Source: an optimization exercise on an open RTL-to-GDS flow (aim: small area). Production flows keep margins and buffers that such runs may drop. Only simulation tests tie the RTL to the original design; equivalence was not proved. Power figures rest on the tool's default switching activity, not on a simulated workload.

==> flow/design.v <==
module CannyEdge(dAddrRegRow, dAddrRegCol, bWE, bCE, InData, OutData,
	OPMode, bOPEnable, dReadReg, dWriteReg, clk, rst_b);
input  [2:0] dAddrRegRow, dAddrRegCol;
input        bWE, bCE;
input  [7:0] InData;
output [7:0] OutData;
reg    [7:0] OutData;
input  [2:0] OPMode;
input        bOPEnable;
input  [3:0] dReadReg, dWriteReg;
input        clk, rst_b;
function [15:0] add;
	input [15:0] a, b;
	input ci;
	integer k;
	reg c;
	begin
		c = ci;
		for (k = 0; k < 16; k = k + 1) begin
			add[k] = a[k] ^ b[k] ^ c;
			c = (a[k] & b[k]) | (c & (a[k] ^ b[k]));
		end
	end
endfunction
function geq;
	input [13:0] a, b;
	integer k;
	reg c;
	begin
		c = 1'b1;
		for (k = 0; k < 14; k = k + 1)
			c = (a[k] & ~b[k]) | (c & (a[k] | ~b[k]));
		geq = c;
	end
endfunction
reg [7:0] X [0:24];
reg [1:0] y6;             
reg [7:0] zf;             
reg [2:0] cnt;            
reg [14:0] acc;           
reg [10:0] gx, gy;        
reg        flag;          
reg        thr;           
wire op   = bCE & ~bOPEnable;
wire act  = op & ~(cnt[2] & cnt[0]);
wire m_g  = (OPMode == 3'd0);
wire m_s  = (OPMode == 3'd1);
wire m_n  = (OPMode == 3'd2);
wire m_h  = (OPMode == 3'd3);
wire wr   = ~bCE & ~bWE;
wire rd   = ~bCE & bWE;
wire c_0  = (cnt == 3'd0);
wire c_1  = (cnt == 3'd1);
wire c_2  = (cnt == 3'd2);
wire c_3  = (cnt == 3'd3);
always @(posedge clk or negedge rst_b)
	if (!rst_b) cnt <= 3'd0;
	else if (op) cnt <= (cnt == 3'd5) ? cnt : cnt + 3'd1;
	else cnt <= 3'd0;
reg        mnh;
always @(posedge clk) mnh <= (OPMode[2:1] == 2'b01);
wire       d0 = (y6 == 2'd0);
wire [2:0] osel = (mnh & c_1 & ~d0) ? 3'd0 : (mnh & c_2 & d0) ? 3'd1 : cnt;
wire [2:0] ncol = c_1 ? (d0 ? 3'd0 : {1'b0, ~y6}) : (d0 ? 3'd2 : {1'b0, y6} - 3'd1);
reg  [4:0] rdec, cdec, odec, ndec;
always @* begin
	rdec = 5'd0; cdec = 5'd0; odec = 5'd0; ndec = 5'd0;
	case (dAddrRegRow)
	3'd0: rdec[0] = 1'b1;
	3'd1: rdec[1] = 1'b1;
	3'd2: rdec[2] = 1'b1;
	3'd3: rdec[3] = 1'b1;
	3'd4: rdec[4] = 1'b1;
	default: ;
	endcase
	case (dAddrRegCol)
	3'd0: cdec[0] = 1'b1;
	3'd1: cdec[1] = 1'b1;
	3'd2: cdec[2] = 1'b1;
	3'd3: cdec[3] = 1'b1;
	3'd4: cdec[4] = 1'b1;
	default: ;
	endcase
	case (osel)
	3'd0: odec[0] = 1'b1;
	3'd1: odec[1] = 1'b1;
	3'd2: odec[2] = 1'b1;
	3'd3: odec[3] = 1'b1;
	default: odec[4] = 1'b1;
	endcase
	case (ncol)
	3'd0: ndec[0] = 1'b1;
	3'd1: ndec[1] = 1'b1;
	3'd2: ndec[2] = 1'b1;
	3'd3: ndec[3] = 1'b1;
	default: ndec[4] = 1'b1;
	endcase
end
wire [4:0] rs = bCE ? odec : rdec;
wire [4:0] cs = bCE ? ndec : cdec;
wire [7:0] rb0 = ({8{rs[0]}} & X[0])  | ({8{rs[1]}} & X[5])  | ({8{rs[2]}} & X[10]) | ({8{rs[3]}} & X[15]) | ({8{rs[4]}} & X[20]);
wire [7:0] rb1 = ({8{rs[0]}} & X[1])  | ({8{rs[1]}} & X[6])  | ({8{rs[2]}} & X[11]) | ({8{rs[3]}} & X[16]) | ({8{rs[4]}} & X[21]);
wire [7:0] rb2 = ({8{rs[0]}} & X[2])  | ({8{rs[1]}} & X[7])  | ({8{rs[2]}} & X[12]) | ({8{rs[3]}} & X[17]) | ({8{rs[4]}} & X[22]);
wire [7:0] rb3 = ({8{rs[0]}} & X[3])  | ({8{rs[1]}} & X[8])  | ({8{rs[2]}} & X[13]) | ({8{rs[3]}} & X[18]) | ({8{rs[4]}} & X[23]);
wire [7:0] rb4 = ({8{rs[0]}} & X[4])  | ({8{rs[1]}} & X[9])  | ({8{rs[2]}} & X[14]) | ({8{rs[3]}} & X[19]) | ({8{rs[4]}} & X[24]);
wire [7:0] xr  = ({8{cs[0]}} & rb0) | ({8{cs[1]}} & rb1) | ({8{cs[2]}} & rb2) | ({8{cs[3]}} & rb3) | ({8{cs[4]}} & rb4);
wire [8:0]  gP  = add(rb0, rb4, 1'b0);
wire [8:0]  gQ  = add(rb1, rb3, 1'b0);
wire [9:0]  gPQ = add(gP, gQ, 1'b0);
wire [9:0]  gQR = add(gQ, {rb2, 1'b0}, 1'b0);
wire [11:0] gS  = add(gPQ, {gQR, 1'b0}, 1'b0);
wire [10:0] gE1 = add(gPQ, {rb2, 1'b0}, 1'b0);
wire [14:0] gsh = c_2 ? {gS, 2'b00} : cnt[0] ? {gS, 1'b0} : {3'b000, gS};
wire [14:0] gE  = c_2 ? ~{5'd0, gQ, 1'b0} : cnt[0] ? {4'd0, gE1} : 15'd0;
wire [14:0] acp = c_0 ? 15'd0 : acc;
wire [14:0] accn = acp + gsh + gE + {14'd0, c_2};
always @(posedge clk)
	if (act & m_g) acc <= accn;
wire [7:0]  gres = acc[14:7];
wire        sx = gx[10], sy = gy[10];
wire        nx = c_3 & sx, ny = c_3 & sy;
wire [10:0] dd = add({3'b000, rb2}, ~{3'b000, rb0}, 1'b1);
wire [10:0] ss = add(add(rb0, rb2, 1'b0), {rb1, 1'b0}, 1'b0);
wire [10:0] gxa = c_0 ? 11'd0 : (gx ^ {11{nx}});
wire [10:0] gxb = c_3 ? 11'd0 : c_1 ? {dd[9:0], 1'b0} : dd;
wire [10:0] gya = c_0 ? 11'd0 : (gy ^ {11{ny}});
wire [10:0] gyb = c_3 ? 11'd0 : c_2 ? ~ss : ss;
wire [10:0] gxn = add(gxa, gxb, nx);
wire [10:0] gyn = add(gya, gyb, c_2 | ny);
always @(posedge clk)
	if (act & m_s & ~cnt[2]) begin
		gx <= {c_3 ? sx ^ sy : gxn[10], gxn[9:0]};
		if (~cnt[0] | c_3) gy <= gyn;
	end
wire [9:0]  ax = gx[9:0];
wire [9:0]  ay = gy[9:0];
wire        ng = gx[10];
wire [11:0] gsum = add(ax, ay, 1'b0);
wire [13:0] m5 = add(ax, {ax, 2'b00}, ng);
wire [13:0] m1 = add(ax, 16'd0, ng);
wire        c0  = geq(m1, {ay, 1'b0});
wire        c90 = ~geq(m5, {ay, 1'b0});
wire [7:0]  dirv = c0 ? 8'd0 : c90 ? 8'd90 : ng ? 8'd135 : 8'd45;
wire [7:0] x6 = X[6];
wire       ge6 = geq(x6, xr);
reg        za, zb;
always @* begin
	case (y6)
	2'd0: begin za = zf[3]; zb = zf[4]; end
	2'd1: begin za = zf[2]; zb = zf[5]; end
	2'd2: begin za = zf[1]; zb = zf[6]; end
	default: begin za = zf[0]; zb = zf[7]; end
	endcase
end
wire       hi = (xr[7:4] != 4'd0) | (xr[3:0] == 4'hf);
wire       nmsw = act & m_n & c_2;
wire       ok = flag & ge6;
always @(posedge clk)
	if (act & (m_n | m_h) & c_1)
		flag <= m_n ? ge6 : (hi | za);
always @(posedge clk)
	if (act & m_h & c_2)
		thr <= (x6 >= 8'd15) | ((x6 > 8'd10) & (flag | hi | zb));
wire [7:0] wd = bCE ? 8'd0 : InData;
wire [4:0] na = d0 ? 5'd5 : (y6 == 2'd1) ? 5'd2 : (y6 == 2'd2) ? 5'd1 : 5'd0;
wire [4:0] nb = d0 ? 5'd7 : (y6 == 2'd1) ? 5'd10 : (y6 == 2'd2) ? 5'd11 : 5'd12;
wire       wx = wr & (dWriteReg == 4'd0);
integer i;
always @(posedge clk) begin
	for (i = 0; i < 25; i = i + 1)
		if ((wx & rdec[i / 5] & cdec[i % 5]) |
		    (nmsw & (ok ? (na == i || nb == i) : (i == 6))))
			X[i] <= wd;
end
always @(posedge clk)
	if (wr & (dWriteReg == 4'd1) & rdec[1] & cdec[1]) y6 <= InData[1:0];
wire zone = (InData == 8'd1);
wire wz   = wr & (dWriteReg == 4'd2);
always @(posedge clk) begin
	if (wz & rdec[0] & cdec[0]) zf[0] <= zone;
	if (wz & rdec[0] & cdec[1]) zf[1] <= zone;
	if (wz & rdec[0] & cdec[2]) zf[2] <= zone;
	if (wz & rdec[1] & cdec[0]) zf[3] <= zone;
	if (wz & rdec[1] & cdec[2]) zf[4] <= zone;
	if (wz & rdec[2] & cdec[0]) zf[5] <= zone;
	if (wz & rdec[2] & cdec[1]) zf[6] <= zone;
	if (wz & rdec[2] & cdec[2]) zf[7] <= zone;
end
always @(posedge clk)
	if (rd)
		case (dReadReg)
		4'd0: OutData <= gres;
		4'd1: OutData <= gsum[10:3];
		4'd2: OutData <= dirv;
		4'd3: OutData <= xr;
		4'd4: OutData <= {7'd0, thr};
		default: ;
		endcase
endmodule
export LEC_CHECK = 0
export CAP_MARGIN = 20
export CORE_MARGIN = 2
export CORE_UTILIZATION = 40
export CTS_BUF_LIST = sky130_fd_sc_hd__clkbuf_16
export CTS_CLUSTER_DIAMETER = 80
export CTS_CLUSTER_SIZE = 24
export SLEW_MARGIN = 20
create_clock -name core_clock -period 12.0 [get_ports {clk}]
standard.sh (not shown) runs the stock make flow with config.mk's settings and CLKGATE_MAP_FILE= SYNTH_SCRIPT=/design/flow/synth_recipe.tcl, a recipe that flattens the netlist after the stock synthesis.
==> flow/flow/run.sh <==
#!/bin/bash
set -o pipefail
cat standard.sh > standard_copy.log 2>&1
export BUFFER_PORTS_ARGS="-buffer_cell sky130_fd_sc_hd__buf_1"
bash standard.sh > standard.log 2>&1
Rerun with:
- CTS_BUF_LIST: sky130_fd_sc_hd__clkbuf_16 -> not set
- CTS_CLUSTER_DIAMETER: 80 -> not set
- CTS_CLUSTER_SIZE: 24 -> not set
=> The new run finished with timing, DRC and antenna clean; non-clock buffer count stays the same; total power goes up by 6.7%; first-iteration DRC count goes down by 0.68%; worst setup slack gets better by 70 ps; clock power goes up by 38%; critical path depth does not change; synthesized area does not change; utilization goes up by 0.90 points; final cell count goes up by 1.3%; sequential share of layout area goes down by 0.89 points; synthesized cell count is unchanged.
Rerun with:
==> flow/run.sh (new file) <==
#!/bin/bash
# synth_recipe.tcl (not shown) runs the flow's synth.tcl, then flattens the netlist and writes it again
# the make line also repeats each setting of config.mk as NAME=value (left out here)
make -C /OpenROAD-flow-scripts/flow DESIGN_CONFIG=/design/flow/config.mk WORK_HOME=/design/flow/orfs CLKGATE_MAP_FILE= SYNTH_SCRIPT=/design/flow/synth_recipe.tcl finish
- CORE_UTILIZATION: 40 -> 55
- GPL_TIMING_DRIVEN: not set -> 0
removed: flow/flow/run.sh
removed: flow/standard.sh
The new run produced a clean layout.
Setup slack gets worse by 600 ps.
Fmax decreases by a few percent.
Non-clock buffer count increases by 34.
Power increases slightly.
Via count increases by a few percent.
Global-route usage increases by 8.8 points.
Critical path depth increases by 3.
Cell area increases slightly.
Sequential share of layout area decreases by 0.32 points.
Core utilization increases by 18 points.
Count of clock-buffer cells in the layout decreases by 5.

* * *

// CannyEdge: RTL as listed in full above, without the edits since
==> flow/config.mk <==
export PLATFORM = sky130hd
export DESIGN_NAME = CannyEdge
export DESIGN_NICKNAME = CannyEdge
export VERILOG_FILES = /design/flow/design.v
export SDC_FILE = /design/flow/constraint.sdc
export NUM_CORES = 4
export LEC_CHECK = 0
export CAP_MARGIN = 20
export CORE_MARGIN = 2
export CORE_UTILIZATION = 40
export CTS_BUF_LIST = sky130_fd_sc_hd__clkbuf_16
export CTS_CLUSTER_DIAMETER = 80
export CTS_CLUSTER_SIZE = 24
export GPL_TIMING_DRIVEN = 0
export SLEW_MARGIN = 20
==> flow/constraint.sdc <==
create_clock -name core_clock -period 12.0 [get_ports {clk}]
set_input_delay 2.4000 -clock core_clock [delete_from_list [all_inputs] [get_ports {clk}]]
set_output_delay 2.4000 -clock core_clock [all_outputs]
set_load 0.01 [all_outputs]
run.sh (not shown) runs the stock make flow with config.mk's settings and CLKGATE_MAP_FILE= SYNTH_SCRIPT=/design/flow/synth_recipe.tcl, a recipe that flattens the netlist after the stock synthesis.
Stock flow here: none of the scripts above is used.
The baseline produced a clean layout.
Rerun with:
GPL_TIMING_DRIVEN = unset   (was 0)
=>
- The new run passed the timing, DRC and antenna checks
- hold slack gains 0.0062 ns
- setup slack improves by 0.19 ns
- die area stays the same
- clock-buffer cell count stays the same
- global-route usage is lower by 0.65 points
- final cell count came out lower by 1.5%
- register-to-register slack gains 1.0 ns
- clock skew stays flat
Rerun with:
CTS_BUF_LIST = unset   (was sky130_fd_sc_hd__clkbuf_16)
CTS_CLUSTER_DIAMETER = unset   (was 80)
CTS_CLUSTER_SIZE = unset   (was 24)
Die area stays the same; synthesized area stays the same; final area went up by a few percent; via count is higher slightly.
Rerun with:
CTS_BUF_LIST = sky130_fd_sc_hd__clkbuf_4   (was unset)
What happened:
- The new run produced a clean layout
- first-iteration DRC count climbs by 3.3%
- final area drops by 0.38%
- worst setup slack is better by 0.12 ns
- count of clock-buffer cells in the layout climbs by 64
- synthesized area does not change
- cell count climbs by 3.2%

* * *

Another version of the RTL of CannyEdge (not shown whole).
Size: roughly 1,400 cells after synthesis, ~250 flip-flops, ~38 I/O pins.
==> flow/config.mk <==
export PLATFORM = sky130hd
export DESIGN_NAME = CannyEdge
export DESIGN_NICKNAME = CannyEdge
export VERILOG_FILES = /design/flow/design.v
export SDC_FILE = /design/flow/constraint.sdc
export NUM_CORES = 4
export LEC_CHECK = 0
export CAP_MARGIN = 5
export CORE_MARGIN = 2
export CORE_UTILIZATION = 50
export CTS_BUF_LIST = sky130_fd_sc_hd__clkbuf_16
export CTS_CLUSTER_DIAMETER = 85
export CTS_CLUSTER_SIZE = 26
export SLEW_MARGIN = 5
==> flow/constraint.sdc <==
create_clock -name core_clock -period 12.0 [get_ports {clk}]
set_input_delay 2.4000 -clock core_clock [delete_from_list [all_inputs] [get_ports {clk}]]
set_output_delay 2.4000 -clock core_clock [all_outputs]
set_load 0.01 [all_outputs]
standard.sh (not shown) runs the stock make flow with config.mk's settings and CLKGATE_MAP_FILE= SYNTH_SCRIPT=/design/flow/synth_recipe.tcl, a recipe that flattens the netlist after the stock synthesis.
==> flow/flow/run.sh <==
#!/bin/bash
set -o pipefail
cat standard.sh > standard_copy.log 2>&1
export BUFFER_PORTS_ARGS="-buffer_cell sky130_fd_sc_hd__buf_1"
bash standard.sh > standard.log 2>&1
The starting point passed the timing, DRC and antenna checks.
==> next run, changes <==
Settings changed: CORE_UTILIZATION 50 to 40, CTS_CLUSTER_DIAMETER 85 to 80, CTS_CLUSTER_SIZE 26 to 24, PLACE_DENSITY set to 0.75.
Outcome: The new run finished with timing, DRC and antenna clean; utilization falls by 11 points; hold slack is worse by 0.031 ns; clock skew drops by 0.024 ns; cell area is higher by 0.60%; worst setup slack degrades by 0.064 ns; synthesized cell count does not change; fmax went down by 0.56%; critical path depth rises by 1; combinational power barely changes; die area goes up by 24%; synthesized area does not change.
==> next run, changes <==
Settings changed: CTS_CLUSTER_DIAMETER 80 to 90, CTS_CLUSTER_SIZE 24 to 28, GPL_ROUTABILITY_DRIVEN set to 0.
Effect:
- area after synthesis is unchanged
- core utilization drops by 0.30 points
- combinational power hardly moves
- synthesized cell count is unchanged
- cell area decreases slightly

* * *

violet:
CannyEdge again, from the RTL that the note above started with.
clock: 12.0 ns
lec_check: 0
cap_margin: 5
core_margin: 2
core_utilization: 40
cts_buf_list: sky130_fd_sc_hd__clkbuf_16
cts_cluster_diameter: 90
cts_cluster_size: 28
slew_margin: 5
Scripts as last shown in full above: flow/flow/run.sh
violet | status: complete | timing, DRC, antenna: pass
> inputs changed (violet -> indigo)
Settings: CTS_CLUSTER_SIZE changed from 28 to 24; CTS_BUF_LIST changed from sky130_fd_sc_hd__clkbuf_16 to sky130_fd_sc_hd__clkbuf_8 sky130_fd_sc_hd__clkbuf_16; CTS_CLUSTER_DIAMETER changed from 90 to 80.
[summary]
- Delta (indigo minus violet): worst stage delay on the critical path decreased by 0.04 ns relative to the old numbers; sequential fraction of design power lower; worst setup slack climbed 0.10 ns.
- violet -> indigo: post-route total power increased slightly
Setup changes, indigo to garnet
Settings: GPL_TIMING_DRIVEN: unset -> 0; SLEW_MARGIN: 5 -> 20; CORE_UTILIZATION: 40 -> 55; CAP_MARGIN: 5 -> 20; CTS_BUF_LIST: sky130_fd_sc_hd__clkbuf_8 sky130_fd_sc_hd__clkbuf_16 -> sky130_fd_sc_hd__clkbuf_16.
==> results.txt <==
garnet ran to completion and came out clean on the timing, DRC and antenna checks.
Share of the clock period used by the worst path: garnet vs indigo up 2.5 points
Taking indigo as the reference, in garnet part of the total power dissipated in sequential elements decreased 0.2 points, highest achievable clock rate shrank by 2.6%.
As far as buffers inserted during post-CTS setup optimization goes, garnet and indigo are indistinguishable; the numbers are identical.
Transition time of the tightest slew-check pin down 0.035 ns in garnet wrt indigo
Non-clock buffer count grows by more than a quarter when moving from indigo to garnet.
As of garnet, final cell count had fallen by a few percent compared to indigo.
For the worst setup slack, garnet came in 0.30 ns lower than indigo did.
Sort garnet and indigo by design internal power asc -> top: indigo
Modified inputs, pepper compared to garnet
Settings: GPL_TIMING_DRIVEN no longer set, was 0; PLACE_DENSITY now 0.75, previously not set; CAP_MARGIN now 5, was 20; SLEW_MARGIN now 5, was 20; CTS_CLUSTER_DIAMETER now 90, was 80; CTS_CLUSTER_SIZE now 28, was 24; CORE_UTILIZATION now 40, was 55.
### Flow results
On global routing usage on met2: pepper sits below garnet. garnet -> pepper: global-route wire length before repair decreased by a few percent. Higher maximum number of pins on one net before global-route repair goes to pepper over garnet.

## separate check: timing with driven ports
The flow's constraints put no driver on any port. The routed layouts listed below were extracted and timed again, unchanged, in two steps. Step 1 sets driving cells, clkbuf_16 on the clock port and buf_2 on the other inputs (assumed; they add their load-dependent delay and slew). Step 2 moves the port delays by t, midway between the first and last clock arrival at a register: inputs arrive t later, outputs are due t later. That takes back most of the time a late clock gives input paths. a / b / c = ideal / step 1 / step 2; a / b = the first two.
| run | t (ns) | setup slack, ns | latest minus earliest clock arrival (ns) | slew at the worst register clock pin (ns) | cell pins on the clock port's net |
|---|---|---|---|---|---|
| the first run of note 1 | 0.570 | 1.026 / 1.056 / 0.487 | 0.023 / 0.023 | 0.10 / 0.10 | 1 |
| the second run of note 1 | 0.633 | 1.096 / 1.127 / 0.494 | 0.042 / 0.043 | 0.07 / 0.07 | 1 |
| the third run of note 1 | 0.608 | 0.495 / 0.522 / -0.086 | 0.016 / 0.016 | 0.07 / 0.07 | 1 |
| the first run of note 2 | 0.561 | 0.499 / 0.514 / -0.047 | 0.021 / 0.021 | 0.09 / 0.09 | 1 |
| the second run of note 2 | 0.575 | 0.693 / 0.727 / 0.153 | 0.019 / 0.019 | 0.10 / 0.10 | 1 |
| the third run of note 2 | 0.633 | 0.779 / 0.810 / 0.177 | 0.033 / 0.032 | 0.07 / 0.07 | 1 |
| the fourth run of note 2 | 0.742 | 0.900 / 0.925 / 0.182 | 0.054 / 0.055 | 0.08 / 0.08 | 1 |
| the first run of note 3 | 0.567 | 0.662 / 0.693 / 0.127 | 0.040 / 0.039 | 0.10 / 0.10 | 1 |
| the second run of note 3 | 0.559 | 0.598 / 0.626 / 0.067 | 0.016 / 0.016 | 0.10 / 0.10 | 1 |
| the third run of note 3 | 0.557 | 0.439 / 0.474 / -0.083 | 0.020 / 0.020 | 0.12 / 0.12 | 1 |
| violet | 0.563 | 0.535 / 0.560 / -0.003 | 0.038 / 0.038 | 0.11 / 0.11 | 1 |
| indigo | 0.572 | 0.636 / 0.661 / 0.089 | 0.017 / 0.018 | 0.10 / 0.10 | 1 |
| garnet | 0.558 | 0.336 / 0.366 / -0.192 | 0.022 / 0.022 | 0.09 / 0.09 | 1 |
| pepper | 0.559 | 0.651 / 0.683 / 0.124 | 0.022 / 0.022 | 0.11 / 0.11 | 1 |
With both steps, setup timing fails in 5 of these runs, where it was met with ideal ports. The setup slack of the fourth run of note 2, which loses most, moves by +0.025 ns with the drivers and by -0.718 ns with both steps.
